From an optimization exercise on the open Yosys and OpenROAD flow, aimed at small area; shortcuts taken in it are not production practice.
Only simulation tests tie the RTL to the original design; equivalence was not proved.
Power figures rest on the tool's default switching activity, not on a simulated workload.

==> flow/design.v <==
`timescale 1ns / 1ps
module CV_LR5_TOP
(
    input CLK,
    input SYS_NRST,
    input UART_RXD,
    output wire UART_TXD,
    output [7:0] LED
);
localparam T_ADD = 3'd1, T_MUL = 3'd5, T_WR = 3'd3, T_ON = 3'd7,
           T_OFF = 3'd6, T_LED = 3'd4, T_ERR = 3'd0;
localparam S_IDLE = 4'd0, S_KW = 4'd1, S_KW1 = 4'd2, S_OP1 = 4'd3,
           S_SP2 = 4'd4, S_OP2 = 4'd5, S_CR = 4'd6, S_LF = 4'd7,
           S_EXEC = 4'd8, S_TX = 4'd9;
reg [9:0] ph;
always @(posedge CLK) ph <= ph + 10'd1;
wire [5:0] p6 = ph[5:0];
wire pass_beg = (p6 == 6'd0);
wire pass_end = (p6 == 6'd63);
reg s1, s2;
always @(posedge CLK) begin
    s1 <= UART_RXD;
    s2 <= s1;
end
localparam RX_ARM = 2'd0, RX_BSY = 2'd1, RX_SKP = 2'd2, RX_RST = 2'd3;
reg [1:0] rxst;
reg [7:0] rsh;
wire rx_smp = (p6 == 6'd62);
always @(posedge CLK, negedge SYS_NRST)
begin
    if (!SYS_NRST) rxst <= RX_RST;
    else if (rx_smp)
        case (rxst)
            RX_ARM:  if (!s2) rxst <= RX_BSY;
            RX_BSY:  if (rsh[0]) rxst <= RX_SKP;      
            default: rxst <= RX_ARM;
        endcase
end
always @(posedge CLK)
begin
    if (rx_smp) begin
        if (rxst == RX_ARM) begin
            if (!s2) rsh <= 8'h80;
        end
        else if (rxst == RX_BSY) rsh <= {s2, rsh[7:1]};
    end
end
wire rx_done = (rxst == RX_SKP) & pass_end;
wire [7:0] ch = rsh;
wire is_dig = (ch[7:4] == 4'h3) & (~ch[3] | (ch[2:1] == 2'b00));
wire is_let = (ch[7:6] == 2'b01) & ~ch[4] & ~ch[3] & (ch[2:0] != 3'd0) & (ch[2:0] != 3'd7);
wire hexok = is_dig | is_let;
wire [3:0] hv = ch[6] ? ch[3:0] + 4'd9 : ch[3:0];
reg [3:0] st;
reg [2:0] ty;
reg [4:0] c;
reg wp;            
reg [4:0] dg;      
reg mat;           
wire [7:0] rom_ch;
wire [7:0] ri = {ty, c};
assign rom_ch[0] = (~ri[3] & ~ri[4] & ri[6])
                   | (~ri[3] & ~ri[4] & ~ri[5] & ri[7])
                   | (~ri[0] & ~ri[2] & ~ri[3] & ~ri[5])
                   | (ri[0] & ~ri[1] & ~ri[2] & ri[3] & ri[5])
                   | (~ri[1] & ri[2] & ~ri[3] & ri[5])
                   | (ri[0] & ri[2] & ri[5] & ri[6])
                   | (~ri[2] & ri[3] & ~ri[5] & ~ri[6] & ~ri[7])
                   | (ri[0] & ~ri[1] & ~ri[3] & ~ri[7])
                   | (ri[0] & ri[1] & ~ri[2] & ~ri[3] & ri[5])
                   | (~ri[0] & ri[1] & ri[2] & ~ri[5] & ri[7])
                   | (~ri[0] & ~ri[1] & ri[2] & ri[3] & ~ri[6] & ~ri[7])
                   | (~ri[0] & ri[1] & ~ri[2] & ri[3] & ~ri[6] & ri[7])
                   | (~ri[0] & ~ri[1] & ~ri[2] & ~ri[3] & ~ri[4])
                   | (ri[0] & ri[1] & ri[3] & ~ri[5] & ~ri[7])
                   | (ri[0] & ~ri[1] & ~ri[2] & ri[3] & ri[6] & ri[7]);
assign rom_ch[1] = (~ri[0] & ~ri[1] & ri[2] & ~ri[3])
                   | (ri[0] & ~ri[2] & ~ri[3] & ri[6])
                   | (ri[1] & ri[2] & ~ri[3] & ri[6])
                   | (ri[0] & ~ri[1] & ri[3] & ri[5] & ri[6])
                   | (~ri[0] & ri[2] & ri[3] & ri[5] & ~ri[6])
                   | (~ri[0] & ri[4] & ri[5])
                   | (ri[0] & ri[1] & ~ri[2] & ~ri[3] & ~ri[5])
                   | (~ri[0] & ri[1] & ~ri[2] & ri[3] & ri[6])
                   | (ri[0] & ~ri[1] & ~ri[2] & ~ri[3] & ri[7])
                   | (~ri[0] & ri[1] & ri[2] & ~ri[5] & ri[7])
                   | (ri[0] & ~ri[1] & ~ri[4] & ~ri[5] & ~ri[6] & ~ri[7])
                   | (ri[0] & ~ri[2] & ~ri[5] & ri[6] & ri[7])
                   | (~ri[0] & ri[1] & ~ri[2] & ~ri[3] & ri[5] & ~ri[6])
                   | (~ri[0] & ri[2] & ~ri[3] & ~ri[5])
                   | (ri[0] & ~ri[1] & ri[2] & ri[3] & ~ri[7])
                   | (ri[0] & ri[1] & ~ri[3] & ~ri[5] & ri[7])
                   | (~ri[0] & ~ri[1] & ~ri[2] & ri[3] & ~ri[5] & ~ri[7]);
assign rom_ch[2] = (ri[0] & ~ri[1] & ri[2] & ri[5])
                   | (ri[0] & ~ri[2] & ri[3] & ri[7])
                   | (~ri[0] & ri[1] & ~ri[2] & ~ri[5])
                   | (ri[0] & ri[3] & ri[5] & ri[6])
                   | (ri[1] & ~ri[2] & ri[3] & ~ri[4] & ~ri[6])
                   | (ri[0] & ri[1] & ~ri[3] & ri[5] & ~ri[6])
                   | (~ri[0] & ri[2] & ri[3] & ~ri[5] & ri[7])
                   | (ri[0] & ~ri[1] & ri[2] & ~ri[3])
                   | (~ri[0] & ri[4] & ~ri[5] & ri[7])
                   | (~ri[0] & ri[1] & ~ri[2] & ~ri[3] & ri[6])
                   | (ri[1] & ri[2] & ~ri[3] & ri[5] & ~ri[6])
                   | (ri[0] & ~ri[1] & ri[3] & ~ri[5] & ~ri[6] & ~ri[7])
                   | (ri[0] & ri[3] & ri[4])
                   | (~ri[0] & ri[1] & ri[3] & ~ri[5])
                   | (ri[1] & ~ri[2] & ri[3] & ri[7])
                   | (~ri[0] & ~ri[1] & ~ri[2] & ~ri[3] & ~ri[4])
                   | (~ri[0] & ~ri[1] & ri[2] & ri[3] & ~ri[6] & ri[7]);
assign rom_ch[3] = (ri[1] & ri[2] & ri[3] & ri[6])
                   | (ri[4] & ri[7])
                   | (~ri[0] & ri[1] & ri[2] & ri[5] & ~ri[6])
                   | (ri[0] & ~ri[1] & ~ri[2] & ri[3] & ri[7])
                   | (ri[1] & ri[4])
                   | (ri[0] & ~ri[1] & ~ri[4] & ~ri[5] & ~ri[6] & ~ri[7])
                   | (ri[4] & ri[5])
                   | (ri[0] & ri[2] & ri[3] & ri[5] & ri[6])
                   | (~ri[1] & ~ri[2] & ~ri[3] & ri[5] & ~ri[6])
                   | (ri[1] & ~ri[2] & ri[3] & ~ri[5] & ~ri[7])
                   | (ri[1] & ri[2] & ri[3] & ~ri[5] & ri[7])
                   | (~ri[0] & ri[1] & ri[3] & ri[5] & ri[6] & ri[7])
                   | (ri[0] & ~ri[2] & ri[3] & ri[5] & ~ri[6] & ri[7]);
assign rom_ch[4] = (~ri[0] & ri[2] & ri[3] & ri[5])
                   | (ri[1] & ri[2] & ~ri[5] & ri[7])
                   | (~ri[1] & ri[2] & ri[5] & ~ri[6])
                   | (~ri[0] & ri[1] & ~ri[3] & ri[6])
                   | (~ri[1] & ri[2] & ri[3] & ri[7])
                   | (ri[0] & ri[1] & ri[2] & ~ri[3] & ri[5])
                   | (~ri[1] & ~ri[2] & ~ri[3] & ~ri[4] & ri[6])
                   | (~ri[0] & ri[1] & ~ri[2] & ~ri[3] & ri[5])
                   | (~ri[0] & ri[2] & ~ri[3] & ~ri[5] & ~ri[7])
                   | (ri[1] & ~ri[2] & ri[3] & ri[6] & ~ri[7])
                   | (ri[0] & ~ri[1] & ri[3] & ri[5] & ri[6] & ~ri[7])
                   | (~ri[1] & ~ri[2] & ~ri[3] & ~ri[4] & ~ri[5])
                   | (~ri[0] & ri[1] & ~ri[2] & ~ri[3] & ri[7])
                   | (ri[0] & ri[1] & ~ri[2] & ri[3] & ri[5] & ri[6])
                   | (ri[0] & ~ri[2] & ~ri[3] & ~ri[4] & ~ri[5] & ~ri[7])
                   | (~ri[0] & ri[1] & ~ri[2] & ri[5] & ~ri[6] & ri[7]);
assign rom_ch[5] = (ri[2] & ~ri[3])
                   | (~ri[0] & ~ri[1] & ri[3])
                   | (ri[0] & ri[2] & ~ri[6])
                   | (ri[0] & ri[1] & ~ri[3] & ~ri[4])
                   | (~ri[0] & ri[2] & ri[5])
                   | (ri[3] & ~ri[5] & ~ri[6] & ~ri[7])
                   | (ri[1] & ~ri[3] & ri[6])
                   | (ri[0] & ri[2] & ~ri[5])
                   | (~ri[1] & ~ri[3] & ~ri[5] & ~ri[7])
                   | (ri[0] & ri[1] & ~ri[2] & ri[5] & ri[6])
                   | (ri[1] & ~ri[3] & ~ri[5] & ri[7]);
assign rom_ch[6] = (~ri[3] & ~ri[4] & ri[6])
                   | (ri[1] & ~ri[2] & ~ri[4] & ~ri[6])
                   | (~ri[0] & ri[2] & ~ri[3])
                   | (~ri[1] & ~ri[4] & ~ri[5] & ~ri[6] & ~ri[7])
                   | (ri[2] & ~ri[3] & ri[5])
                   | (~ri[0] & ri[1] & ri[3] & ~ri[5])
                   | (ri[0] & ~ri[1] & ri[5] & ri[6])
                   | (ri[0] & ~ri[2] & ~ri[4] & ~ri[5] & ri[7])
                   | (ri[2] & ~ri[3] & ri[7])
                   | (~ri[0] & ri[1] & ~ri[2] & ~ri[4])
                   | (ri[0] & ~ri[2] & ri[3] & ~ri[4] & ~ri[6]);
assign rom_ch[7] = 1'b0;
wire ty_add = (ty == T_ADD);
wire ty_mul = (ty == T_MUL);
wire ty_arith = ty_add | ty_mul;
wire ty_short = (ty == T_WR) | (ty == T_ON);
wire kwdone = (rom_ch == 8'h3A) | (rom_ch == 8'h0D);
wire kwspec = (ty == T_ON) & (c == 5'd10) & (ch == 8'h46);    
wire last1 = ty_add ? (c[3:0] == 4'd8) : ty_mul ? (c[3:0] == 4'd15) : (c[3:0] == 4'd9);
wire last2 = ty_add ? (c[3:0] == 4'd8) : ty_mul ? (c[3:0] == 4'd15) : (c[3:0] == 4'd1);
wire hact = ty_mul & (|dg[3:0]);
reg txb;           
reg txd;
reg [63:0] ra, rp;
wire isdig = c[4] & (ty_mul | (ty_add & (~c[3] | (c[2:0] == 3'd0))));
wire tx_bnd = (st == S_TX) & (p6 == {~c[3:0], 2'b00});
wire [3:0] nib = {rp[60], rp[61], rp[62], rp[63]};
wire [7:0] hexch = (nib < 4'd10) ? {4'h3, nib} : {4'h4, nib - 4'd9};
wire [7:0] txch = isdig ? hexch : rom_ch;
wire [3:0] k = ph[9:6];
wire ch_end = tx_bnd & txb & (k == 4'd11);
wire win = (ph[7:3] == {dg[0], dg[4:1]});
always @(posedge CLK, negedge SYS_NRST)
begin
    if (!SYS_NRST) begin
        st <= S_IDLE;
        wp <= 1'b0;
    end
    else begin
        if (wp & pass_end) begin
            wp <= 1'b0;
            if (st == S_OP1 | st == S_OP2) begin
                c <= c + 5'd1;
                if (st == S_OP1 & last1) st <= S_SP2;
                if (st == S_OP2 & last2) st <= S_CR;
            end
        end
        if (rx_done) begin
            case (st)
                S_IDLE: begin
                    st <= S_KW1;
                    ty <= {ch[3], ch[1], ch[0]};
                    c <= 5'd9;
                end
                S_KW: begin
                    if (kwdone & (ch == 8'h20)) begin
                        c <= 5'd0;
                        st <= S_OP1;
                    end
                    else if (~kwdone & (ch == rom_ch | kwspec)) begin
                        c <= c + 5'd1;
                        if (kwspec) ty <= T_OFF;
                    end
                    else begin ty <= T_ERR; c <= 5'd2; st <= S_TX; end
                end
                S_SP2: begin
                    if (ch == 8'h20) begin
                        c <= 5'd0;
                        st <= S_OP2;
                    end
                    else begin ty <= T_ERR; c <= 5'd2; st <= S_TX; end
                end
                S_OP1, S_OP2: begin
                    if (hexok) wp <= 1'b1;
                    else begin ty <= T_ERR; c <= 5'd2; st <= S_TX; end
                end
                S_CR: begin
                    if (ch == 8'h0D) begin
                        st <= S_LF;
                        if (ty_add) wp <= 1'b1;
                    end
                    else begin ty <= T_ERR; c <= 5'd2; st <= S_TX; end
                end
                S_LF: begin
                    if (ch == 8'h0A) st <= S_EXEC;
                    else begin ty <= T_ERR; c <= 5'd2; st <= S_TX; end
                end
                default: ;
            endcase
        end
        if (st == S_KW1) begin
            if (ch == rom_ch) begin
                st <= S_KW;
                c <= 5'd10;
            end
            else begin ty <= T_ERR; c <= 5'd2; st <= S_TX; end
        end
        if (st == S_EXEC & win & (ph[2:0] == 3'd7)) begin
            st <= S_TX;
            c <= ty_arith ? 5'd2 : 5'd1;
        end
        if (ch_end) begin
            c <= c + 5'd1;
            if (txch == 8'h0A) st <= S_IDLE;
        end
    end
end
wire [63:0] led_k = {40'h2F753998EE, 24'd0};
wire [63:0] ram_k = {40'h9B7D1AC5E0, 24'd0};
wire a_ok = (ty == T_WR) ? ((p6 < 6'd29) | (ra[63] == ram_k[p6]))
                         : ((p6 < 6'd25) | (ra[63] == led_k[p6]));
always @(posedge CLK)
    if (st == S_SP2) mat <= a_ok & (mat | pass_beg);
always @(posedge CLK)
begin
    if (rx_done & hexok & (st == S_OP1) & ~ty_arith) dg <= {hv, dg[1]};
    else if (rx_done & hexok & (st == S_OP2) & ty_mul) dg <= {hv, 1'b1};
    else if (pass_end & hact) dg <= {dg[3:0], 1'b0};
end
reg pd, cy;
wire dbit = hv[p6[1:0]];
wire [3:0] slot = ~c[3:0];
wire [3:0] slot2 = ty_arith ? slot : {dg[3:1], ~c[0]};
wire zero_m = wp & (st == S_OP1) & ty_mul;
wire add_m  = wp & (st == S_LF) & ty_add;
wire aw_m   = wp & (st == S_OP1) & (p6[5:2] == slot);
wire pw_m   = wp & (st == S_OP2) & ~ty_mul & (p6[5:2] == slot2);
wire sx = hact ? (pd & ~pass_beg) : rp[63];
wire sy = ra[63] & (~hact | dg[4]);
wire ss = sx ^ sy ^ cy;
wire rp_in = zero_m ? 1'b0 : (hact | add_m) ? ss : pw_m ? dbit : rp[63];
wire ra_in = aw_m ? dbit : ra[63];
always @(posedge CLK)
begin
    ra <= {ra[62:0], ra_in};
    rp <= {rp[62:0], rp_in};
    pd <= rp[63];
    cy <= (pass_end | (add_m & (p6 == 6'd27))) ? 1'b0 : ((sx & sy) | (sx & cy) | (sy & cy));
end
reg [255:0] ram;
wire ram_we = (st == S_EXEC) & win & (ty == T_WR) & mat;
always @(posedge CLK) ram <= {ram[254:0], ram_we ? rp[63] : ram[255]};
reg [7:0] mask;
reg [4:0] laddr;
wire led_up = (st == S_EXEC) & win & mat & (ty == T_ON | ty == T_OFF | ty == T_LED);
wire lm_old = dg[1] ? laddr[0] : mask[0];
wire lm_new = (ty == T_ON) ? (lm_old | rp[63]) : (ty == T_OFF) ? (lm_old & ~rp[63]) : rp[63];
always @(posedge CLK, negedge SYS_NRST)
begin
    if (!SYS_NRST) begin
        mask <= 8'h00;
        laddr <= 5'd0;
    end
    else if (led_up) begin
        if (dg[1]) begin
            if (~ph[2] | (ph[1:0] == 2'd0)) laddr <= {lm_new, laddr[4:1]};
        end
        else mask <= {lm_new, mask[7:1]};
    end
end
reg [7:0] ledreg;
always @(posedge CLK)
    if (ph == {laddr, 3'd0})
        ledreg <= {ram[248], ram[249], ram[250], ram[251], ram[252], ram[253], ram[254], ram[255]};
assign LED = ledreg & mask;
always @(posedge CLK, negedge SYS_NRST)
begin
    if (!SYS_NRST) begin
        txb <= 1'b0;
        txd <= 1'b1;
    end
    else if (tx_bnd & (txb | (k == 4'd0))) begin
        txb <= (k != 4'd11);
        case (k)
            4'd0: txd <= 1'b0;
            4'd1: txd <= txch[0];
            4'd2: txd <= txch[1];
            4'd3: txd <= txch[2];
            4'd4: txd <= txch[3];
            4'd5: txd <= txch[4];
            4'd6: txd <= txch[5];
            4'd7: txd <= txch[6];
            4'd8: txd <= txch[7];
            4'd9: txd <= ^txch;
            default: txd <= 1'b1;
        endcase
    end
end
assign UART_TXD = txd;
endmodule
==> flow/flow/run.sh <==
#!/bin/bash
set -euo pipefail
cd "$(dirname "$0")/.."
bash standard.sh SYNTH_SCRIPT="$PWD/flow/area_synth.tcl" ADDER_MAP_FILE= \
    "BUFFER_PORTS_ARGS=-buffer_cell sky130_fd_sc_hd__buf_1" finish > flow_make.log 2>&1
==> flow/flow/area_synth.tcl <==
# The standard flow's synthesis script (synth_recipe.tcl, beside flow/), with one change:
# the combinational logic is mapped by ABC with an area-oriented script
# (&deepsyn resynthesis, then area mapping) instead of ORFS's delay-driven
# script with buffering and sizing.  Flip-flop mapping and names, and every
# other step, are those of the standard synthesis.
proc abc {args} {
  set keep [list]
  set skip 0
  foreach a $args {
    if { $skip } { set skip 0; continue }
    if { $a in {-script -constr -D} } { set skip 1; continue }
    lappend keep $a
  }
  yosys abc {*}$keep -script {+strash;&get,-n;&deepsyn,-T,60;&put;dch,-f;map,-a}
}
source [file join [file dirname [file normalize [info script]]] .. synth_recipe.tcl]
==> flow/standard.sh <==
#!/bin/bash
# synth_recipe.tcl (not shown) runs the flow's synth.tcl, then flattens the netlist and writes it again
# the make line also repeats each setting of config.mk as NAME=value (left out here)
make -C /OpenROAD-flow-scripts/flow DESIGN_CONFIG=/design/flow/config.mk WORK_HOME=/design/flow/orfs CLKGATE_MAP_FILE= SYNTH_SCRIPT=/design/flow/synth_recipe.tcl "${@:-finish}"
==> flow/config.mk <==
export PLATFORM = sky130hd
export DESIGN_NAME = CV_LR5_TOP
export DESIGN_NICKNAME = CV_LR5_TOP
export VERILOG_FILES = /design/flow/design.v
export SDC_FILE = /design/flow/constraint.sdc
export NUM_CORES = 4
export LEC_CHECK = 0
export CAP_MARGIN = 0
export CORE_MARGIN = 2
export CORE_UTILIZATION = 70
export CTS_BUF_LIST = sky130_fd_sc_hd__clkbuf_8
export CTS_CLUSTER_DIAMETER = 60
export CTS_CLUSTER_SIZE = 18
export GPL_TIMING_DRIVEN = 0
export SLEW_MARGIN = 0
==> flow/constraint.sdc <==
create_clock -name core_clock -period 15.0 [get_ports {CLK}]
set_input_delay 3.0000 -clock core_clock [delete_from_list [all_inputs] [get_ports {CLK}]]
set_output_delay 3.0000 -clock core_clock [all_outputs]
set_load 0.01 [all_outputs]
==> results of run 1 <==
==> worst reg2reg max path: stages (launching register included) <==
cell and delay, ns:
edfxtp_1 0.57, clkinv_1 0.35, nor2_1 0.56, clkinv_1 0.53, a41oi_1 0.35, nand3_1 0.10, clkinv_1 0.09, a21oi_1 0.04
a2111oi_0 0.33, a21oi_1 0.08, nor2_1 0.18, clkinv_1 0.17, o21ai_0 0.37, o21ai_0 0.18, nand2_1 0.12, nor2_1 0.08
o41ai_1 0.72, nand3_1 0.27, o22ai_1 0.21
==> cell families (layout without fill, tap and decap cells) <==
group | Yosys count | count (layout) | synth area share (%)
AO/OA/AOI/OAI | 169 | 169 | 8.18
XOR/XNOR | 18 | 18 | 1.28
buffers and inverters | 117 | 173 | 3.58
flip-flops | 450 | 450 | 76.7
AND/OR/NAND/NOR | 297 | 297 | 10.2
==> area by class of cell <==
cell class,count,share of cell area [%]
clock inverter,13,0.715
clock buffer,30,3.15
multi-input combinational,484,18.5
sequential,450,71.8
tap,225,2.14
inverter,117,3.35
timing repair buffer,13,0.400
==> routing by layer <==
metal	up-vias	global-route usage [%]
li1	3567	-
met1	3453	39.5
met2	398	39.9
met3	91	5.11
met4	0	10.6
met5	-	0
==> synthesized netlist by cell type (all sizes together) <==
master,n,area share [%]
a2111oi,3,0.21
a211oi,6,0.37
a21oi,46,1.9
a221oi,4,0.29
a22oi,3,0.18
a311oi,1,0.071
a31oi,10,0.51
a32oi,3,0.21
a41oi,1,0.071
and2,2,0.12
and3,1,0.061
clkinv,117,3.6
dfrtp,19,3.9
dfstp,3,0.64
dfxtp,398,65
edfxtp,30,7.3
nand2,86,2.6
nand3,31,1.3
nand3b,2,0.12
nand4,8,0.41
nor2,132,4.0
nor3,21,0.86
nor4,11,0.56
o2111ai,1,0.071
o211a,1,0.082
o211ai,3,0.18
o21ai,61,2.5
o221ai,3,0.21
o22ai,14,0.71
o311ai,1,0.071
o31a,1,0.082
o31ai,1,0.061
o32ai,5,0.36
o41ai,1,0.071
or2,2,0.10
or3,1,0.061
xnor2,2,0.14
xor2,16,1.1
==> power by group through the flow <==
stage / Clock, mW / Sequential (mW) / Combinational, mW
floorplan: 0 / 1.24 / 0.0334
global placement: 0 / 1.25 / 0.0465
detailed placement: 0 / 1.25 / 0.0467
CTS: 0.561 / 1.22 / 0.0470
global route: 0.598 / 1.22 / 0.0535
finish: 0.550 / 1.22 / 0.0486
==> worst paths after layout <==
| path | start | endpoint | cells past startpoint |
|---|---|---|---|
| worst max-delay path | ty[0]$_DFFE_PP_ | ty[0]$_DFFE_PP_ | 18 |
| worst min-delay path | ram[142]$_DFF_P_ | ram[143]$_DFF_P_ | 0 |
| worst max register to register | ty[0]$_DFFE_PP_ | ty[0]$_DFFE_PP_ | 18 |
| worst min register to register | ram[142]$_DFF_P_ | ram[143]$_DFF_P_ | 0 |
| max in group asynchronous | SYS_NRST | laddr[4]$_DFFE_PN0P_ | 1 |
| min in group asynchronous | SYS_NRST | wp$_DFF_PN0_ | 1 |
==> sequential cells by signal (all words and copies together), names as in the netlist, 2 cells and up <==
register  flops
mask          8
st            4
ledreg        8
ph           10
laddr         5
dg            5
c             5
ty            3
ram         256
ra           64
rp           64
rxst          2
rsh           8
==> placed cells by master, fill, tap and decap left out, types with 2 or more instances in the layout <==
master / instances
or2_2: 2
o22ai_1: 14
nand4_1: 8
a31oi_1: 10
a22oi_1: 3
o21ai_0: 61
and2_2: 2
a32oi_1: 3
buf_2: 2
xnor2_1: 2
clkinv_1: 117
nor2_1: 132
a21oi_1: 46
inv_1: 8
clkbuf_8: 30
o32ai_1: 5
dfrtp_1: 19
o211ai_1: 3
nor4_1: 11
dfxtp_1: 398
nand3_1: 31
buf_1: 10
a221oi_1: 4
a211oi_1: 6
xor2_1: 16
o221ai_1: 3
nor3_1: 21
nand2_1: 86
edfxtp_1: 30
inv_12: 2
a2111oi_0: 2
dfstp_2: 3
nand3b_1: 2
==> through the flow <==
| stage | std cells | area (um2) | setup WS [ns] | util [%] | hold slack (ns) |
|---|---|---|---|---|---|
| 2_1_floorplan | 1051 | 12300 | 11.31 | - | 0.310 |
| 3_3_place_gp | 1287 | 12600 | 9.64 | 73.1 | 0.310 |
| 3_5_place_dp | 1288 | 12600 | 9.73 | 73.2 | 0.312 |
| 4_1_cts | 1331 | 13100 | 9.68 | 76.1 | 0.313 |
| 5_1_grt | 1332 | 13100 | 9.15 | 76.2 | 0.325 |
| 6_report | 1332 | 13100 | 9.54 | 76.2 | 0.315 |
==> impl_metrics.py, run 1 <==
metrics = {
    "timing": {
        "max_freq_mhz": 183,
        "relSlewSlack_pct": 32.8,
        "finalHoldViolCount": 0,
        "worst_pin_slew_ns": 1.00,
        "setup_violations": 0,
        "fin_crit_sh_pct": 36.4,
        "fin_setup_tns_ns": 0,
        "slew_viol_final": 0,
        "rsz0062_at_grt": "no",
        "skew_ns": 0.0221,
        "period_needed_ns": 5.46,
    },
    "cells_and_area": {
        "drive_gt1_share_pct": 4.43,
        "fillerInstances": 1038,
        "area_growth_pct": 6.90,
        "antennaDiodeCount": 0,
        "multi_input_area_um2": 2420,
        "seq_area_um2": 9420,
        "fin_nets": 1099,
    },
    "cts": {
        "ctsResizeCount": 0,
        "ctsHoldBuffers": 0,
        "cts_buffer_depth": 3,
        "h-tree-depth": 1,
        "cts_setup_buffers": 0,
        "clk_latency_ns": 0.63,
        "cts_tree": "yes",
        "cts.clk_slew.worst_paths_ns": 0.12,
        "clockRootBuffer": "clkbuf_8",
        "cts.sinks": 450,
        "cts_made_buffers": 30,
    },
    "floorplanning": {
        "dieWidth_um": 136,
        "die_h_um": 136,
        "die_area_um2": 18600,
        "rows": 48,
        "initial_core_util_pct": 71.2,
        "ios": 12,
        "core-area_um2": 17200,
    },
    "synthesis": {
        "synth_seq_cells": 450,
        "syn_avg_cell_area_um2": 11.7,
        "synthCells": 1051,
        "syn_nets": 1054,
        "yosysSeqAreaShare_pct": 76.7,
        "ys_types": 38,
        "syn_area_um2": 12300,
        "yosysWarnings": 1,
    },
    "setup_path": {
        "critPathSlowestCell": "o41ai_1",
        "crit_top_cell": "clkinv_1",
        "critical_path_buf_inv_count": 4,
        "path_cells": "clkinv_1 > nor2_1 > clkinv_1 > a41oi_1 > nand3_1 > clkinv_1 > a21oi_1 > a2111oi_0 > a21oi_1 > nor2_1 > clkinv_1 > o21ai_0 > o21ai_0 > nand2_1 > nor2_1 > o41ai_1 > nand3_1 > o22ai_1",
        "crit_family": "compound AO/OA/AOI/OAI gates",
        "max_stage_delay_ns": 0.72,
        "worstPathArrival_ns": 5.90,
        "start_kind": "flop",
        "crit_required_ns": 15.44,
        "critical_path_class": "reg2reg",
        "rrSetupSlack_ns": 9.54,
        "end_kind": "flop",
        "worst-path-max-fanout": 11,
    },
    "grt": {
        "grt_max_degree": 31,
        "grtUsageTotal_pct": 26.9,
        "gr-total-overflow": 0,
        "grt_pass1_wl_um": 38300,
        "grt_pass1_vias": 7113,
        "antenna_found_initial": 1,
    },
    "hold_path": {
        "min_path_type": "reg2reg",
    },
    "placement": {
        "hpwl_um": 15500,
        "place_congestion": 0.973,
        "portBuffers": 11,
    },
    "detailed_routing": {
        "wl_met2_um": 10500,
        "wire_per_inst_um": 18.2,
        "drt-total-wl_um": 24200,
        "ant_nets": 0,
        "drc": 0,
        "num_vias": 7509,
        "via_per_inst": 5.64,
        "routed.top_layer": "met4",
        "wl_met3_um": 1950,
        "first_pass_iters": 5,
        "m1WireLength_um": 10800,
        "drt_iter0_drc": 781,
    },
    "power": {
        "swShare_pct": 21.9,
        "power.leakage_nw": 4.99,
        "ir_drop_v": 0.000131,
        "pwr-share-comb_pct": 2.7,
        "p_seq_share_pct": 67.1,
        "power.internal_mw": 1.42,
        "powerDensity_nw_per_um2": 139,
        "p_total_mw": 1.82,
        "pwr-share-clk_pct": 30.3,
        "p_sw_mw": 0.399,
    },
    "run_status": {
        "status": "finished clean",
    },
    "job": {
        "cap_violations": 0,
    },
}
==> run 2, diff against run 1 <==
--- a/flow/design.v
+++ b/flow/design.v
@@ -171,6 +171,7 @@
 wire hact = ty_mul & (|dg[3:0]);
 reg txb;           
 reg txd;
+reg txp;           
 reg [63:0] ra, rp;
 wire isdig = c[4] & (ty_mul | (ty_add & (~c[3] | (c[2:0] == 3'd0))));
 wire tx_bnd = (st == S_TX) & (p6 == {~c[3:0], 2'b00});
@@ -182,13 +183,9 @@
 wire win = (ph[7:3] == {dg[0], dg[4:1]});
 always @(posedge CLK, negedge SYS_NRST)
 begin
-    if (!SYS_NRST) begin
-        st <= S_IDLE;
-        wp <= 1'b0;
-    end
+    if (!SYS_NRST) st <= S_IDLE;
     else begin
         if (wp & pass_end) begin
-            wp <= 1'b0;
             if (st == S_OP1 | st == S_OP2) begin
                 c <= c + 5'd1;
                 if (st == S_OP1 & last1) st <= S_SP2;
@@ -221,14 +218,10 @@
                     else begin ty <= T_ERR; c <= 5'd2; st <= S_TX; end
                 end
                 S_OP1, S_OP2: begin
-                    if (hexok) wp <= 1'b1;
-                    else begin ty <= T_ERR; c <= 5'd2; st <= S_TX; end
+                    if (~hexok) begin ty <= T_ERR; c <= 5'd2; st <= S_TX; end
                 end
                 S_CR: begin
-                    if (ch == 8'h0D) begin
-                        st <= S_LF;
-                        if (ty_add) wp <= 1'b1;
-                    end
+                    if (ch == 8'h0D) st <= S_LF;
                     else begin ty <= T_ERR; c <= 5'd2; st <= S_TX; end
                 end
                 S_LF: begin
@@ -262,6 +255,9 @@
 always @(posedge CLK)
     if (st == S_SP2) mat <= a_ok & (mat | pass_beg);
 always @(posedge CLK)
+    if (rx_done) wp <= ((st == S_OP1 | st == S_OP2) & hexok) | ((st == S_CR) & ty_add & (ch == 8'h0D));
+    else if (pass_end) wp <= 1'b0;
+always @(posedge CLK)
 begin
     if (rx_done & hexok & (st == S_OP1) & ~ty_arith) dg <= {hv, dg[1]};
     else if (rx_done & hexok & (st == S_OP2) & ty_mul) dg <= {hv, 1'b1};
@@ -271,7 +267,7 @@
 wire dbit = hv[p6[1:0]];
 wire [3:0] slot = ~c[3:0];
 wire [3:0] slot2 = ty_arith ? slot : {dg[3:1], ~c[0]};
-wire zero_m = wp & (st == S_OP1) & ty_mul;
+wire zero_m = wp & (st == S_OP1) & ty_arith;
 wire add_m  = wp & (st == S_LF) & ty_add;
 wire aw_m   = wp & (st == S_OP1) & (p6[5:2] == slot);
 wire pw_m   = wp & (st == S_OP2) & ~ty_mul & (p6[5:2] == slot2);
@@ -285,7 +281,7 @@
     ra <= {ra[62:0], ra_in};
     rp <= {rp[62:0], rp_in};
     pd <= rp[63];
-    cy <= (pass_end | (add_m & (p6 == 6'd27))) ? 1'b0 : ((sx & sy) | (sx & cy) | (sy & cy));
+    cy <= pass_end ? 1'b0 : ((sx & sy) | (sx & cy) | (sy & cy));
 end
 reg [255:0] ram;
 wire ram_we = (st == S_EXEC) & win & (ty == T_WR) & mat;
@@ -331,10 +327,12 @@
             4'd6: txd <= txch[5];
             4'd7: txd <= txch[6];
             4'd8: txd <= txch[7];
-            4'd9: txd <= ^txch;
+            4'd9: txd <= txp ^ txd;
             default: txd <= 1'b1;
         endcase
     end
 end
+always @(posedge CLK)
+    if (tx_bnd) txp <= (k != 4'd0) & (txp ^ txd);
 assign UART_TXD = txd;
 endmodule
==> flow/flow/area_synth.tcl (replaced) <==
# The standard flow's synthesis script (synth_recipe.tcl, beside flow/), with one change:
# the combinational logic is mapped by ABC with an area-oriented script
# (&deepsyn resynthesis, then area mapping with amap) instead of ORFS's
# delay-driven script with buffering and sizing.  Flip-flop mapping and
# names, and every other step, are those of the standard synthesis.
proc abc {args} {
  set keep [list]
  set skip 0
  foreach a $args {
    if { $skip } { set skip 0; continue }
    if { $a in {-script -constr -D} } { set skip 1; continue }
    lappend keep $a
  }
  yosys abc {*}$keep -script {+strash;&get,-n;&deepsyn,-T,60;&put;dch,-f;amap}
}
source [file join [file dirname [file normalize [info script]]] .. synth_recipe.tcl]
--- a/flow/config.mk
+++ b/flow/config.mk
@@ -7,7 +7,7 @@
 export LEC_CHECK = 0
 export CAP_MARGIN = 0
 export CORE_MARGIN = 2
-export CORE_UTILIZATION = 70
+export CORE_UTILIZATION = 80
 export CTS_BUF_LIST = sky130_fd_sc_hd__clkbuf_8
 export CTS_CLUSTER_DIAMETER = 60
 export CTS_CLUSTER_SIZE = 18
==> impl_metrics.py, run 2 <==
metrics = {
    "synthesis": {
        "synth_top_area_share_pct": 66.1,
        "synth.most_common_cell": "dfxtp_1",
        "syn_area_um2": 12100,
        "async_flop_share_pct": 4.66,
        "yosys_most_used_dff": "dfxtp_1",
        "ys_types": 47,
        "synthCells": 966,
        "syn_nets": 969,
        "synth_area_leaders": "dfxtp_1, edfxtp_1, nor2_1",
        "yosysSeqAreaShare_pct": 78.4,
        "yosysWarnings": 1,
        "synth_seq_cells": 451,
        "synthTopCellsByCount": "dfxtp_1, nor2_1, clkinv_1, nand2_1, a21oi_1",
        "syn_avg_cell_area_um2": 12.5,
        "synth_edf_count": 32,
        "synth_largest_area_cell": "dfxtp_1",
    },
    "run_status": {
        "status": "aborted with a tool error",
        "stop_stage": "detailed placement (3_5_place_dp)",
        "first-error": "[ERROR DPL-0033] detailed placement checks failed during check placement.",
    },
    "placement": {
        "place_congestion": 1.08,
        "hpwl_um": 18100,
        "portBuffers": 11,
    },
    "floorplanning": {
        "die_h_um": 127,
        "ios": 12,
        "initial_core_util_pct": 82.3,
        "rows": 44,
        "dieWidth_um": 127,
    },
}
## run 2: changes by cell type after synthesis, sizes merged, moves of 6 or more
cell,change
nand2,-43
clkinv,-39
o21ai,-38
nand3,-22
nor3,+17
xor2,-16
o22a,+12
nor2,+10
and2,+6
o21a,+6
## run 2: worst max-delay path by stage
stage | startpoint | end | slack, ns | cells past startpoint
global placement | ty[0]$_DFFE_PP_ | c[1]$_DFFE_PP_ | 8.63 | 18
floorplan | ty[0]$_DFFE_PP_ | c[1]$_DFFE_PP_ | 10.39 | 18
## run 2: through the flow
stage / hold WS, ns / setup WS, ns
after global placement: 0.311 / 8.63
after floorplan: 0.310 / 10.39
## run 2: cell families after synthesis
group           count (synthesis)  synth area share, %
compound gates                163                 9.18
simple gates                  274                 9.94
buf+inv                        78                 2.43
flops                         451                 78.4
## run 2: power by group through the flow
stage	logic, mW	registers, mW	clock network (mW)
3_3_place_gp	0.0322	1.25	0
2_1_floorplan	0.0238	1.25	0
==> run 3, diff against run 2 <==
--- a/flow/config.mk
+++ b/flow/config.mk
@@ -7,7 +7,7 @@
 export LEC_CHECK = 0
 export CAP_MARGIN = 0
 export CORE_MARGIN = 2
-export CORE_UTILIZATION = 80
+export CORE_UTILIZATION = 70
 export CTS_BUF_LIST = sky130_fd_sc_hd__clkbuf_8
 export CTS_CLUSTER_DIAMETER = 60
 export CTS_CLUSTER_SIZE = 18
==> impl_metrics.py, run 3 <==
metrics = {
    "synthesis": {
        "synth_largest_area_cell": "dfxtp_1",
        "yosys_most_used_dff": "dfxtp_1",
        "syn_nets": 966,
        "synthTopCellsByCount": "dfxtp_1, nor2_1, clkinv_1, nand2_1",
        "synth_seq_cells": 451,
        "syn_area_um2": 12100,
        "ys_types": 46,
        "synthCells": 963,
        "synth.most_common_cell": "dfxtp_1",
        "syn_avg_cell_area_um2": 12.5,
        "yosysSeqAreaShare_pct": 78.4,
        "yosysWarnings": 1,
        "async_flop_share_pct": 4.66,
        "synth_top_area_share_pct": 66.1,
        "synth_edf_count": 32,
        "synth_area_leaders": "dfxtp_1, edfxtp_1, nor2_1",
    },
    "hold_path": {
        "min_path_type": "reg2reg",
        "hold_depth": 0,
    },
    "cells_and_area": {
        "final_common_cell": "dfxtp_1",
        "final_cell_mix": "dfxtp_1, nor2_1, clkinv_1",
        "antennaDiodeCount": 0,
        "largest_register_ffs": 256,
        "top_regs": "ram x256, ra x64, rp x64",
        "final_area_um2": 12900,
        "fin_nets": 1010,
        "largest-register": "ram",
        "area_growth_pct": 6.90,
        "instances_no_fill": 1240,
        "fillerInstances": 939,
        "drive_gt1_share_pct": 4.02,
        "fin_util_pct": 77.2,
    },
    "power": {
        "p_sw_mw": 0.401,
        "swShare_pct": 22.0,
        "pwr-share-clk_pct": 30.7,
        "ir_drop_v": 0.000164,
        "power.internal_mw": 1.42,
        "pwr-share-comb_pct": 2.1,
        "powerDensity_nw_per_um2": 141,
        "p_seq_share_pct": 67.2,
        "p_total_mw": 1.82,
        "power.leakage_nw": 4.78,
    },
    "setup_path": {
        "crit_top_cell": "nor2_1",
        "start_kind": "flop",
        "end_kind": "flop",
        "cp-endpoint": "c[4]$_DFFE_PP_",
        "worstPathArrival_ns": 7.12,
        "crit_required_ns": 15.34,
        "crit_path_start": "ty[0]$_DFFE_PP_",
        "worst-path-max-fanout": 10,
        "path_cells": "clkinv_1 > nor2_1 > nor2_1 > or3_1 > o311ai_0 > a211oi_1 > a31oi_1 > nor2_1 > clkinv_1 > o22ai_1 > a2111oi_0 > o21ai_0 > a2111oi_0 > clkinv_1 > a21oi_1 > nor2_1 > a211oi_1 > nor2_1 > a2111oi_0 > nor2_1 > nor2_1 > a211oi_1",
        "critical_path_class": "reg2reg",
        "rrSetupSlack_ns": 8.22,
        "max_stage_delay_ns": 0.92,
        "critPathSlowestCell": "nor2_1",
        "rr_worst_depth": 22,
        "r2r_end": "c[4]$_DFFE_PP_",
        "reg2reg_from": "ty[0]$_DFFE_PP_",
    },
    "timing": {
        "finalHoldViolCount": 0,
        "fin_setup_tns_ns": 0,
        "fin_crit_sh_pct": 45.2,
        "relSlewSlack_pct": 27.2,
        "worst_pin_slew_ns": 1.09,
        "setup_violations": 0,
        "rsz0062_at_grt": "no",
        "skew_ns": 0.0411,
        "hold_ws_ns": 0.321,
        "setup_ws_ns": 8.22,
        "max_freq_mhz": 147,
        "slew_viol_final": 0,
        "period_needed_ns": 6.78,
    },
    "cts": {
        "ctsHoldBuffers": 0,
        "cts_tree": "yes",
        "ctsResizeCount": 0,
        "cts.clk_slew.worst_paths_ns": 0.11,
        "cts.sinks": 451,
        "clockRootBuffer": "clkbuf_8",
        "cts_setup_buffers": 0,
        "h-tree-depth": 1,
        "cts_buffer_depth": 3,
        "clk_latency_ns": 0.63,
        "cts_made_buffers": 30,
    },
    "placement": {
        "dpl-instance-area_um2": 12400,
        "place_inst": 1194,
        "portBuffers": 11,
        "hpwl_um": 17300,
        "place_congestion": 0.919,
        "place_ws_ns": 8.56,
    },
    "grt": {
        "grtUsageTotal_pct": 31.2,
        "grt_max_degree": 30,
        "grt_pass1_vias": 7718,
        "antenna_found_initial": 0,
        "gr-total-overflow": 0,
        "grt_pass1_wl_um": 43300,
    },
    "floorplanning": {
        "initial_core_util_pct": 72.2,
        "ios": 12,
        "die_h_um": 135,
        "rows": 47,
        "dieWidth_um": 135,
        "die_area_um2": 18300,
        "core-area_um2": 16700,
    },
    "detailed_routing": {
        "num_vias": 7631,
        "drt_iter0_drc": 1125,
        "ant_nets": 0,
        "wire_per_inst_um": 22.2,
        "first_pass_iters": 6,
        "via_per_inst": 6.15,
        "drc": 0,
        "drt-total-wl_um": 27600,
    },
    "job": {
        "cap_violations": 0,
    },
    "run_status": {
        "status": "finished clean",
    },
}
==> run 3: final cells by class <==
cell class / instances / area [um2] / area share [%]
clock inverters: 15 / 95.1 / 0.738
inverters: 77 / 289 / 2.24
flip-flops and latches: 451 / 9460 / 73.4
multi-input cells: 435 / 2310 / 17.9
repair buffers: 12 / 47.5 / 0.369
clock buffers: 30 / 413 / 3.20
well taps: 220 / 275 / 2.14
==> run 3: worst min-delay path by stage <==
stage	slack, ns	to	start
after global routing	0.33	ram[1]$_DFF_P_	ram[0]$_DFF_P_
after detailed placement	0.31	ra[10]$_DFF_P_	ra[9]$_DFF_P_
final	0.32	ram[201]$_DFF_P_	ram[200]$_DFF_P_
after floorplan	0.31	ra[10]$_DFF_P_	ra[9]$_DFF_P_
after CTS	0.32	ram[194]$_DFF_P_	ram[193]$_DFF_P_
after global placement	0.31	rp[25]$_DFF_P_	rp[24]$_DFF_P_
==> run 3: power by group through the flow <==
stage | clock network [mW] | registers (mW) | logic [mW]
final | 0.558 | 1.22 | 0.0383
after global routing | 0.597 | 1.23 | 0.0413
after CTS | 0.558 | 1.22 | 0.0368
after detailed placement | 0 | 1.25 | 0.0364
after global placement | 0 | 1.25 | 0.0362
after floorplan | 0 | 1.25 | 0.0241
==> run 3: cells by family (layout without fill, tap and decap cells) <==
logic type	count (synthesis)	count (layout)	share of synthesized area, %
AND/OR/NAND/NOR	273	273	9.97
AO/OA/AOI/OAI	161	161	9.11
buffers and inverters	77	134	2.40
XOR/XNOR	1	1	0.0727
flip-flops	451	451	78.4
==> run 3: critical path, delay by kind of cell (launching register included) <==
family | cells | cell delay, ns
flops | 1 | 0.56
compound gates | 11 | 3.09
simple gates | 8 | 2.22
buf+inv | 3 | 0.64
==> run 3: layer usage <==
layer	share of wire, %	GRT usage (%)	routed length [um]	vias up
met5	0	0	0	-
met4	6.7	16.5	1860	0
met3	9.4	6.55	2600	167
met2	46	51.0	12600	580
met1	38	39.4	10500	3501
li1	-	-	-	3383
==> run 4, diff against run 3 <==
--- a/flow/config.mk
+++ b/flow/config.mk
@@ -9,7 +9,7 @@
 export CORE_MARGIN = 2
 export CORE_UTILIZATION = 70
 export CTS_BUF_LIST = sky130_fd_sc_hd__clkbuf_8
-export CTS_CLUSTER_DIAMETER = 60
-export CTS_CLUSTER_SIZE = 18
+export CTS_CLUSTER_DIAMETER = 55
+export CTS_CLUSTER_SIZE = 15
 export GPL_TIMING_DRIVEN = 0
 export SLEW_MARGIN = 0
==> impl_metrics.py, run 4 <==
metrics = {
    "run_status": {
        "status": "finished clean",
    },
    "cts": {
        "cts.sinks": 451,
        "cts_tree": "yes",
        "ctsResizeCount": 0,
        "cts_buffer_depth": 3,
        "clk_latency_ns": 0.57,
        "ctsHoldBuffers": 0,
        "h-tree-depth": 2,
        "clockRootBuffer": "clkbuf_8",
        "cts.clk_slew.worst_paths_ns": 0.11,
        "cts_made_buffers": 36,
        "cts_setup_buffers": 0,
    },
    "grt": {
        "antenna_found_initial": 1,
        "grt_max_degree": 30,
        "grt_pass1_wl_um": 43300,
        "gr-total-overflow": 0,
        "grt_pass1_vias": 7674,
        "grtUsageTotal_pct": 31.6,
    },
    "timing": {
        "fin_setup_tns_ns": 0,
        "finalHoldViolCount": 0,
        "worst_pin_slew_ns": 1.25,
        "period_needed_ns": 6.97,
        "relSlewSlack_pct": 16.5,
        "slew_viol_final": 0,
        "setup_ws_ns": 8.03,
        "skew_ns": 0.0342,
        "fin_crit_sh_pct": 46.4,
        "max_freq_mhz": 144,
        "setup_violations": 0,
        "rsz0062_at_grt": "no",
    },
    "floorplanning": {
        "rows": 47,
        "die_h_um": 135,
        "core-area_um2": 16700,
        "dieWidth_um": 135,
        "die_area_um2": 18300,
        "initial_core_util_pct": 72.2,
        "ios": 12,
    },
    "placement": {
        "dpl-instance-area_um2": 12400,
        "place_ws_ns": 8.56,
        "hpwl_um": 17300,
        "portBuffers": 11,
        "place_congestion": 0.919,
    },
    "power": {
        "power.leakage_nw": 4.82,
        "ir_drop_v": 0.000135,
        "powerDensity_nw_per_um2": 144,
        "p_total_mw": 1.87,
    },
    "cells_and_area": {
        "largest-register": "ram",
        "fin_util_pct": 77.7,
        "final_common_cell": "dfxtp_1",
        "top_regs": "ram x256, ra x64, rp x64",
        "final_area_um2": 13000,
        "final_cell_mix": "dfxtp_1, nor2_1, clkinv_1",
        "drive_gt1_share_pct": 4.58,
        "area_growth_pct": 7.68,
        "fin_nets": 1015,
        "largest_register_ffs": 256,
        "fillerInstances": 927,
    },
    "synthesis": {
        "synth.most_common_cell": "dfxtp_1",
        "syn_area_um2": 12100,
        "syn_nets": 966,
        "yosysSeqAreaShare_pct": 78.4,
        "yosys_most_used_dff": "dfxtp_1",
        "synth_area_leaders": "dfxtp_1, edfxtp_1, nor2_1",
        "yosysWarnings": 1,
        "syn_avg_cell_area_um2": 12.5,
        "synth_edf_count": 32,
        "synth_largest_area_cell": "dfxtp_1",
        "synth_top_area_share_pct": 66.1,
        "synthTopCellsByCount": "dfxtp_1, nor2_1, clkinv_1, nand2_1",
        "ys_types": 46,
        "synthCells": 963,
        "synth_seq_cells": 451,
        "async_flop_share_pct": 4.66,
    },
    "detailed_routing": {
        "num_vias": 7657,
        "drt-total-wl_um": 28200,
        "first_pass_iters": 5,
        "via_per_inst": 6.14,
        "ant_nets": 0,
        "drt_iter0_drc": 1062,
        "drc": 0,
        "wire_per_inst_um": 22.6,
    },
    "setup_path": {
        "rrSetupSlack_ns": 8.03,
        "rr_worst_depth": 22,
        "worstPathArrival_ns": 7.28,
        "end_kind": "flop",
        "reg2reg_from": "ty[0]$_DFFE_PP_",
        "critical_path_class": "reg2reg",
        "crit_required_ns": 15.32,
        "worst-path-max-fanout": 10,
        "start_kind": "flop",
        "r2r_end": "c[4]$_DFFE_PP_",
        "crit_path_start": "ty[0]$_DFFE_PP_",
    },
    "job": {
        "cap_violations": 0,
    },
    "hold_path": {
        "min_to": "ra[45]$_DFF_P_",
        "hold_depth": 0,
        "hold_path.startpoint": "ra[44]$_DFF_P_",
        "min_path_type": "reg2reg",
    },
}
==> run 4: cell count changes in the layout (fill, tap and decap cells not counted), sizes merged <==
cell	delta
inv	-1
diode	+1
clkbuf	+7
==> run 4: critical path, cell delays in order, from the launching register on <==
cell	delay (ns)
edfxtp_1	0.56
clkinv_1	0.37
nor2_1	1.04
nor2_1	0.17
or3_1	0.46
o311ai_0	0.23
a211oi_1	0.20
a31oi_1	0.39
nor2_1	0.18
clkinv_1	0.12
o22ai_1	0.08
a2111oi_0	0.37
o21ai_0	0.23
a2111oi_0	0.72
clkinv_1	0.16
a21oi_1	0.24
nor2_1	0.11
a211oi_1	0.20
nor2_1	0.07
a2111oi_0	0.46
nor2_1	0.13
nor2_1	0.13
a211oi_1	0.06
==> run 4: where the power goes <==
part | total, mW | internal, mW | switching (mW)
registers | 1.22 | 1.22 | 0.00672
clock network | 0.608 | 0.236 | 0.371
logic | 0.0384 | 0.0105 | 0.0279
total | 1.87 | 1.46 | 0.406
==> run 4: kinds of logic (layout without fill, tap and decap cells) <==
family / Yosys count / in the layout / synth area share (%)
compound gates: 161 / 161 / 9.11
xor+xnor: 1 / 1 / 0.0727
buf+inv: 77 / 140 / 2.40
flops: 451 / 451 / 78.4
other cells: 0 / 1 / 0
simple gates: 273 / 273 / 9.97
==> run 4: area by class of cell <==
| type | instances | area [um2] | share of cell area (%) |
|---|---|---|---|
| clock buffer | 38 | 523 | 4.03 |
| antenna | 1 | 2.50 | 0.0193 |
| sequential | 451 | 9460 | 72.9 |
| tap | 220 | 275 | 2.12 |
| timing repair buffer | 11 | 42.5 | 0.328 |
| clock inverter | 14 | 76.3 | 0.588 |
| multi-input combinational | 435 | 2320 | 17.8 |
| inverter | 77 | 289 | 2.23 |
==> run 4: through the flow <==
stage	hold slack, ns	cells
floorplan	0.310	963
global route	0.331	1246
detailed placement	0.312	1194
CTS	0.320	1246
finish	0.323	1247
global placement	0.310	1194
==> run 4: worst max-delay path by stage <==
stage                                 to  cells past startpoint
after floorplan           c[4]$_DFFE_PP_                     22
after global placement    c[4]$_DFFE_PP_                     22
after detailed placement  c[4]$_DFFE_PP_                     22
after CTS                 c[4]$_DFFE_PP_                     22
after global routing      c[4]$_DFFE_PP_                     22
final                     c[4]$_DFFE_PP_                     22
==> run 4: routing by layer <==
layer,vias to the layer above,GRT usage [%],wire length (um)
met3,158,7.00,2660
met4,0,17.5,1710
met1,3555,39.7,10600
met5,-,0,0
li1,3389,-,-
met2,555,51.2,13300
==> run 5, diff against run 4 <==
--- a/flow/design.v
+++ b/flow/design.v
@@ -22,7 +22,7 @@
     s1 <= UART_RXD;
     s2 <= s1;
 end
-localparam RX_ARM = 2'd0, RX_BSY = 2'd1, RX_SKP = 2'd2, RX_RST = 2'd3;
+localparam RX_RST = 2'd0, RX_ARM = 2'd1, RX_BSY = 2'd2, RX_SKP = 2'd3;
 reg [1:0] rxst;
 reg [7:0] rsh;
 wire rx_smp = (p6 == 6'd62);
@@ -208,25 +208,28 @@
                         c <= c + 5'd1;
                         if (kwspec) ty <= T_OFF;
                     end
-                    else begin ty <= T_ERR; c <= 5'd2; st <= S_TX; end
+                    else begin ty <= T_ERR; c <= 5'd0; st <= S_EXEC; end
                 end
                 S_SP2: begin
                     if (ch == 8'h20) begin
                         c <= 5'd0;
                         st <= S_OP2;
                     end
-                    else begin ty <= T_ERR; c <= 5'd2; st <= S_TX; end
+                    else begin ty <= T_ERR; c <= 5'd0; st <= S_EXEC; end
                 end
                 S_OP1, S_OP2: begin
-                    if (~hexok) begin ty <= T_ERR; c <= 5'd2; st <= S_TX; end
+                    if (~hexok) begin ty <= T_ERR; c <= 5'd0; st <= S_EXEC; end
                 end
                 S_CR: begin
                     if (ch == 8'h0D) st <= S_LF;
-                    else begin ty <= T_ERR; c <= 5'd2; st <= S_TX; end
+                    else begin ty <= T_ERR; c <= 5'd0; st <= S_EXEC; end
                 end
                 S_LF: begin
-                    if (ch == 8'h0A) st <= S_EXEC;
-                    else begin ty <= T_ERR; c <= 5'd2; st <= S_TX; end
+                    if (ch == 8'h0A) begin
+                        c <= 5'd0;
+                        st <= S_EXEC;
+                    end
+                    else begin ty <= T_ERR; c <= 5'd0; st <= S_EXEC; end
                 end
                 default: ;
             endcase
@@ -236,11 +239,14 @@
                 st <= S_KW;
                 c <= 5'd10;
             end
-            else begin ty <= T_ERR; c <= 5'd2; st <= S_TX; end
+            else begin ty <= T_ERR; c <= 5'd0; st <= S_EXEC; end
         end
-        if (st == S_EXEC & win & (ph[2:0] == 3'd7)) begin
-            st <= S_TX;
-            c <= ty_arith ? 5'd2 : 5'd1;
+        if (st == S_EXEC & pass_end) begin
+            c <= c + 5'd1;
+            if (c[2] & c[0]) begin
+                st <= S_TX;
+                c <= (ty_arith | (ty == T_ERR)) ? 5'd2 : 5'd1;
+            end
         end
         if (ch_end) begin
             c <= c + 5'd1;
--- a/flow/config.mk
+++ b/flow/config.mk
@@ -7,9 +7,9 @@
 export LEC_CHECK = 0
 export CAP_MARGIN = 0
 export CORE_MARGIN = 2
-export CORE_UTILIZATION = 70
+export CORE_UTILIZATION = 75
 export CTS_BUF_LIST = sky130_fd_sc_hd__clkbuf_8
-export CTS_CLUSTER_DIAMETER = 55
-export CTS_CLUSTER_SIZE = 15
+export CTS_CLUSTER_DIAMETER = 60
+export CTS_CLUSTER_SIZE = 18
 export GPL_TIMING_DRIVEN = 0
 export SLEW_MARGIN = 0
==> impl_metrics.py, run 5 <==
metrics = {
    "run_status": {
        "status": "finished clean",
    },
    "cells_and_area": {
        "fillerInstances": 729,
        "final_common_cell": "dfxtp_1",
        "largest-register": "ram",
        "fin_nets": 992,
        "largest_register_ffs": 256,
        "final_cell_mix": "dfxtp_1, nor2_1, clkinv_1",
        "antennaDiodeCount": 0,
        "seq_area_um2": 9460,
        "multi_input_area_um2": 2310,
        "area_growth_pct": 6.88,
        "drive_gt1_share_pct": 3.90,
        "top_regs": "ram x256, ra x64, rp x64",
    },
    "detailed_routing": {
        "drt-total-wl_um": 28600,
        "ant_nets": 0,
        "num_vias": 7899,
        "wire_per_inst_um": 23.5,
        "first_pass_iters": 10,
        "via_per_inst": 6.50,
        "drc": 0,
        "drt_iter0_drc": 1132,
    },
    "setup_path": {
        "end_kind": "flop",
        "critical_path_class": "reg2reg",
        "rrSetupSlack_ns": 9.26,
        "start_kind": "flop",
        "worst-path-max-fanout": 16,
        "crit_path_start": "c[3]$_DFFE_PP_",
        "reg2reg_from": "c[3]$_DFFE_PP_",
        "r2r_end": "c[3]$_DFFE_PP_",
        "crit_required_ns": 15.38,
        "cp-endpoint": "c[3]$_DFFE_PP_",
        "rr_worst_depth": 21,
        "worstPathArrival_ns": 6.12,
    },
    "synthesis": {
        "synth_top_family_by_area": "compound AO/OA/AOI/OAI gates",
        "synthCells": 945,
        "async_flop_share_pct": 4.66,
        "synth_edf_count": 32,
        "syn_area_um2": 12000,
        "yosysWarnings": 1,
        "synth.most_common_cell": "dfxtp_1",
        "synthTopCellsByCount": "dfxtp_1, nor2_1, clkinv_1, o21ai_0, nand2_1",
        "syn_avg_cell_area_um2": 12.7,
        "synth.area.mux_share_pct": 0,
        "synth_top_area_share_pct": 66.3,
        "synth_seq_cells": 451,
        "yosysSeqAreaShare_pct": 78.7,
        "synth_area_leaders": "dfxtp_1, edfxtp_1, dfrtp_1",
        "syn_nets": 948,
        "synth_largest_area_cell": "dfxtp_1",
        "yosys_most_used_dff": "dfxtp_1",
        "synthAdderAreaFrac_pct": 0,
        "ys_types": 49,
        "synth-compound-area-share_pct": 9.72,
        "yosys.area_share.simple_pct": 9.46,
        "synth_xor_area_share_pct": 0,
    },
    "power": {
        "swShare_pct": 21.9,
        "power.internal_mw": 1.41,
        "pwr-share-clk_pct": 30.6,
        "p_seq_share_pct": 67.2,
        "pwr-share-comb_pct": 2.1,
        "p_sw_mw": 0.396,
        "ir_drop_v": 0.000115,
        "powerDensity_nw_per_um2": 141,
        "power.leakage_nw": 4.73,
    },
    "grt": {
        "antenna_found_initial": 0,
        "grtUsageTotal_pct": 34.6,
        "grt_pass1_vias": 7865,
        "grt_pass1_wl_um": 44300,
        "gr-total-overflow": 0,
        "grt_max_degree": 30,
    },
    "cts": {
        "clockRootBuffer": "clkbuf_8",
        "cts_setup_buffers": 0,
        "h-tree-depth": 1,
        "cts_tree": "yes",
        "cts_buffer_depth": 3,
        "clk_latency_ns": 0.64,
        "cts_made_buffers": 30,
        "ctsHoldBuffers": 0,
        "cts.sinks": 451,
        "cts.clk_slew.worst_paths_ns": 0.11,
        "ctsResizeCount": 0,
    },
    "placement": {
        "portBuffers": 11,
        "place_congestion": 0.989,
        "place_ws_ns": 9.21,
        "hpwl_um": 18100,
    },
    "timing": {
        "fin_setup_tns_ns": 0,
        "skew_ns": 0.0434,
        "rsz0062_at_grt": "no",
        "slew_viol_final": 0,
        "setup_ws_ns": 9.26,
        "period_needed_ns": 5.74,
        "finalHoldViolCount": 0,
        "max_freq_mhz": 174,
        "worst_pin_slew_ns": 1.17,
        "relSlewSlack_pct": 21.1,
        "setup_violations": 0,
        "fin_crit_sh_pct": 38.3,
    },
    "hold_path": {
        "min_path_type": "reg2reg",
    },
    "floorplanning": {
        "die_h_um": 131,
        "initial_core_util_pct": 76.2,
        "dieWidth_um": 131,
        "die_area_um2": 17100,
        "core-area_um2": 15800,
        "ios": 12,
        "rows": 46,
    },
    "job": {
        "cap_violations": 0,
    },
}
[run 5: how the worst min path moves through the flow]
stage | depth (start not counted) | start | end
final | 0 | ra[29]$_DFF_P_ | ra[30]$_DFF_P_
after global routing | 0 | ram[176]$_DFF_P_ | ram[177]$_DFF_P_
after CTS | 0 | ram[218]$_DFF_P_ | ram[219]$_DFF_P_
after detailed placement | 0 | ra[42]$_DFF_P_ | ra[43]$_DFF_P_
after global placement | 0 | rp[45]$_DFF_P_ | rp[46]$_DFF_P_
after floorplan | 0 | ra[9]$_DFF_P_ | ra[10]$_DFF_P_
[run 5: cell families (layout without fill, tap and decap cells)]
logic type,after synthesis,count (layout)
DFF,451,451
and+or+nand+nor,251,251
AOI/OAI and AO/OA,174,174
buffers and inverters,69,124
[run 5: power by group through the flow]
stage / combinational [mW] / clock [mW] / sequential [mW]
after detailed placement: 0.0360 / 0 / 1.24
after floorplan: 0.0241 / 0 / 1.24
after global routing: 0.0412 / 0.597 / 1.22
after global placement: 0.0360 / 0 / 1.24
final: 0.0387 / 0.554 / 1.22
after CTS: 0.0366 / 0.559 / 1.22
[run 5: critical path: stages (launching register included)]
cell and delay [ns]:
edfxtp_1 0.78, clkinv_1 0.58, nor2_1 0.43, nor2_1 0.10, o21ai_0 0.13, nor2_1 0.10, nor2_1 0.10, o21ai_0 0.10
a21oi_1 0.19, nand3_1 0.12, a41oi_1 0.50, nand3_1 0.15, o2111ai_1 0.13, clkinv_1 0.20, o22ai_1 0.19, nand4_1 0.19
a21boi_0 0.48, nand3_1 0.23, a221o_1 0.34, a31oi_1 0.23, o21ai_0 0.13, o21a_1 0.12
[run 5: per-stage QoR]
stage	hold slack [ns]	cells	cell area (um2)	utilization (%)	total power, mW
3_3_place_gp	0.310	1172	12300	78.2	1.28
3_5_place_dp	0.312	1172	12300	78.2	1.28
2_1_floorplan	0.310	945	12000	-	1.27
5_1_grt	0.318	1216	12800	81.5	1.86
6_report	0.311	1216	12800	81.5	1.81
4_1_cts	0.317	1215	12800	81.4	1.81
[run 5: layout make-up]
cell class              count  area share, %
multi-input cells         425           18.0
clock buffers              30           3.21
well taps                 216           2.10
clock inverters            13          0.691
inverters                  69           2.02
flip-flops and latches    451           73.6
repair buffers             12          0.370
[run 5: metal layers]
| metal | up-vias | routed length (um) | track usage (%) |
|---|---|---|---|
| met5 | - | 0 | 0 |
| met4 | 0 | 2100 | 19.6 |
| met3 | 239 | 3330 | 10.0 |
| met2 | 675 | 13000 | 54.7 |
| met1 | 3639 | 10200 | 43.1 |
| li1 | 3346 | - | - |
==> run 6, diff against run 5 <==
--- a/flow/config.mk
+++ b/flow/config.mk
@@ -7,7 +7,7 @@
 export LEC_CHECK = 0
 export CAP_MARGIN = 0
 export CORE_MARGIN = 2
-export CORE_UTILIZATION = 75
+export CORE_UTILIZATION = 70
 export CTS_BUF_LIST = sky130_fd_sc_hd__clkbuf_8
 export CTS_CLUSTER_DIAMETER = 60
 export CTS_CLUSTER_SIZE = 18
==> impl_metrics.py, run 6 <==
metrics = {
    "grt": {
        "gr-total-overflow": 0,
        "grt_max_degree": 30,
        "grt_pass1_wl_um": 42000,
        "antenna_found_initial": 1,
        "grt_pass1_vias": 7511,
        "grtUsageTotal_pct": 30.3,
    },
    "timing": {
        "worst_pin_slew_ns": 1.06,
        "period_needed_ns": 6.00,
        "finalHoldViolCount": 0,
        "relSlewSlack_pct": 27.6,
        "slew_viol_final": 0,
        "fin_setup_tns_ns": 0,
        "max_freq_mhz": 167,
        "skew_ns": 0.0185,
        "rsz0062_at_grt": "no",
        "setup_violations": 0,
        "hold_ws_ns": 0.327,
        "fin_crit_sh_pct": 40.0,
        "setup_ws_ns": 9.00,
    },
    "power": {
        "power.internal_mw": 1.41,
        "pwr-share-clk_pct": 30.0,
        "ir_drop_v": 0.000133,
        "pwr-share-comb_pct": 2.3,
        "power.leakage_nw": 4.74,
        "powerDensity_nw_per_um2": 140,
        "swShare_pct": 21.8,
        "p_sw_mw": 0.392,
        "p_seq_share_pct": 67.7,
    },
    "synthesis": {
        "synth_largest_area_cell": "dfxtp_1",
        "yosysWarnings": 1,
        "syn_area_um2": 12000,
        "synthTopCellsByCount": "dfxtp_1, nor2_1, clkinv_1, o21ai_0, nand2_1",
        "ys_types": 49,
        "synth_area_leaders": "dfxtp_1, edfxtp_1, dfrtp_1",
        "yosys_most_used_dff": "dfxtp_1",
        "synthCells": 945,
        "yosysSeqAreaShare_pct": 78.7,
        "synth_seq_cells": 451,
        "syn_nets": 948,
        "synth_edf_count": 32,
        "synth_top_area_share_pct": 66.3,
        "synth.most_common_cell": "dfxtp_1",
        "async_flop_share_pct": 4.66,
        "syn_avg_cell_area_um2": 12.7,
    },
    "cts": {
        "clockRootBuffer": "clkbuf_8",
        "ctsHoldBuffers": 0,
        "clk_latency_ns": 0.62,
        "cts.sinks": 451,
        "cts.clk_slew.worst_paths_ns": 0.11,
        "cts_setup_buffers": 0,
        "cts_made_buffers": 29,
        "ctsResizeCount": 0,
        "cts_tree": "yes",
        "cts_buffer_depth": 3,
        "h-tree-depth": 1,
    },
    "placement": {
        "place_ws_ns": 9.29,
        "portBuffers": 11,
        "dpl-instance-area_um2": 12300,
        "hpwl_um": 17200,
        "place_congestion": 0.929,
    },
    "detailed_routing": {
        "first_pass_iters": 10,
        "num_vias": 7493,
        "drt_iter0_drc": 967,
        "via_per_inst": 6.13,
        "drt-total-wl_um": 26900,
        "wire_per_inst_um": 22.0,
        "drc": 0,
        "ant_nets": 0,
    },
    "floorplanning": {
        "rows": 47,
        "die_area_um2": 18200,
        "die_h_um": 135,
        "ios": 12,
        "core-area_um2": 16700,
        "dieWidth_um": 135,
        "initial_core_util_pct": 72.0,
    },
    "cells_and_area": {
        "largest-register": "ram",
        "final_common_cell": "dfxtp_1",
        "antennaDiodeCount": 0,
        "fin_nets": 993,
        "seq_area_um2": 9460,
        "multi_input_area_um2": 2320,
        "final_area_um2": 12800,
        "top_regs": "ram x256, ra x64, rp x64",
        "area_growth_pct": 6.84,
        "final_cell_mix": "dfxtp_1, nor2_1, clkinv_1",
        "largest_register_ffs": 256,
        "drive_gt1_share_pct": 3.79,
        "fillerInstances": 965,
    },
    "setup_path": {
        "crit_required_ns": 15.39,
        "worst-path-max-fanout": 16,
        "start_kind": "flop",
        "end_kind": "flop",
        "worstPathArrival_ns": 6.39,
        "critical_path_class": "reg2reg",
    },
    "hold_path": {
        "min_path_type": "reg2reg",
    },
    "job": {
        "cap_violations": 0,
    },
    "run_status": {
        "status": "finished clean",
    },
}
## run 6: cell counts after synthesis
No cell type changed its count.
## run 6: critical path: stages (launching register included)
cell,delay (ns)
edfxtp_1,0.74
clkinv_1,0.56
nor2_1,0.42
nor2_1,0.09
o21ai_0,0.12
nor2_1,0.09
nor2_1,0.12
o21ai_0,0.10
a21oi_1,0.19
nand3_1,0.12
a41oi_1,0.69
nand3_1,0.19
o2111ai_1,0.22
clkinv_1,0.29
o22ai_1,0.30
nand4_1,0.23
a21boi_0,0.32
nand3_1,0.16
a221o_1,0.33
a31oi_1,0.23
o21ai_0,0.12
o21a_1,0.12
## run 6: logic make-up (layout without fill, tap and decap cells)
group           Yosys count  count (layout)  synth area share, %
flops                   451             451                 78.7
buf+inv                  69             127                 2.15
compound gates          174             174                 9.72
simple gates            251             251                 9.46
## run 6: area by class of cell
class	count	share of cell area (%)
clock buffers	29	3.11
well taps	220	2.14
multi-input cells	425	18.1
repair buffers	14	0.458
clock inverters	15	0.594
inverters	69	2.02
flip-flops and latches	451	73.6
## run 6: power by group through the flow
stage | logic, mW | registers [mW] | clock network [mW]
finish | 0.0416 | 1.22 | 0.539
global route | 0.0435 | 1.22 | 0.586
CTS | 0.0388 | 1.22 | 0.544
detailed placement | 0.0384 | 1.24 | 0
global placement | 0.0381 | 1.24 | 0
floorplan | 0.0241 | 1.24 | 0
## run 6: path summary, 6_finish.rpt
path | start | to | slack [ns] | cells past startpoint
min in group asynchronous | SYS_NRST | mask[4]$_DFFE_PN0P_ | 2.43 | 1
setup reg to reg | c[3]$_DFFE_PP_ | c[3]$_DFFE_PP_ | 9.00 | 21
setup / recovery | c[3]$_DFFE_PP_ | c[3]$_DFFE_PP_ | 9.00 | 21
hold reg to reg | ram[138]$_DFF_P_ | ram[139]$_DFF_P_ | 0.33 | 0
hold / removal | ram[138]$_DFF_P_ | ram[139]$_DFF_P_ | 0.33 | 0
max in group asynchronous | SYS_NRST | txb$_DFFE_PN0P_ | 12.08 | 1
## run 6: metrics by stage
| step | instances | utilization [%] | total power [mW] |
|---|---|---|---|
| 2_1_floorplan | 945 | - | 1.27 |
| 3_3_place_gp | 1176 | 73.9 | 1.28 |
| 3_5_place_dp | 1176 | 73.9 | 1.28 |
| 4_1_cts | 1220 | 76.7 | 1.80 |
| 5_1_grt | 1223 | 76.9 | 1.85 |
| 6_report | 1223 | 76.9 | 1.80 |
## run 6: routing by layer
metal | global-route usage (%) | part of all wire [%]
met2 | 47.9 | 46
met5 | 0 | 0
met4 | 14.7 | 5.5
met1 | 40.9 | 40
met3 | 5.59 | 9.2

[separate check: timing with driven ports]
The results above use ideal ports. As a check the final layouts listed here were re-extracted and re-timed, cells and wires unchanged.
Step 1, drivers: a clkbuf_16 drives CLK and a buf_2 each remaining input, both assumed.
Step 2, shift: input delay + t, output delay - t, t = (earliest + latest rising clock arrival at the registers) / 2. This alone moves slack from input paths to output paths.
Slacks: ideal / step 1 / step 2; pairs: ideal / step 1.
run | shift t [ns] | setup slack, ns | slew at the worst register clock pin (ns)
run 1 | 0.660 | 9.538 / 9.538 / 9.538 | 0.12 / 0.12
run 3 | 0.651 | 8.216 / 8.216 / 8.216 | 0.12 / 0.12
run 4 | 0.596 | 8.034 / 8.034 / 8.034 | 0.11 / 0.11
run 5 | 0.647 | 9.259 / 9.259 / 9.259 | 0.12 / 0.12
run 6 | 0.659 | 9.002 / 9.002 / 9.002 | 0.12 / 0.12
After both steps setup and hold are still met in every run listed.
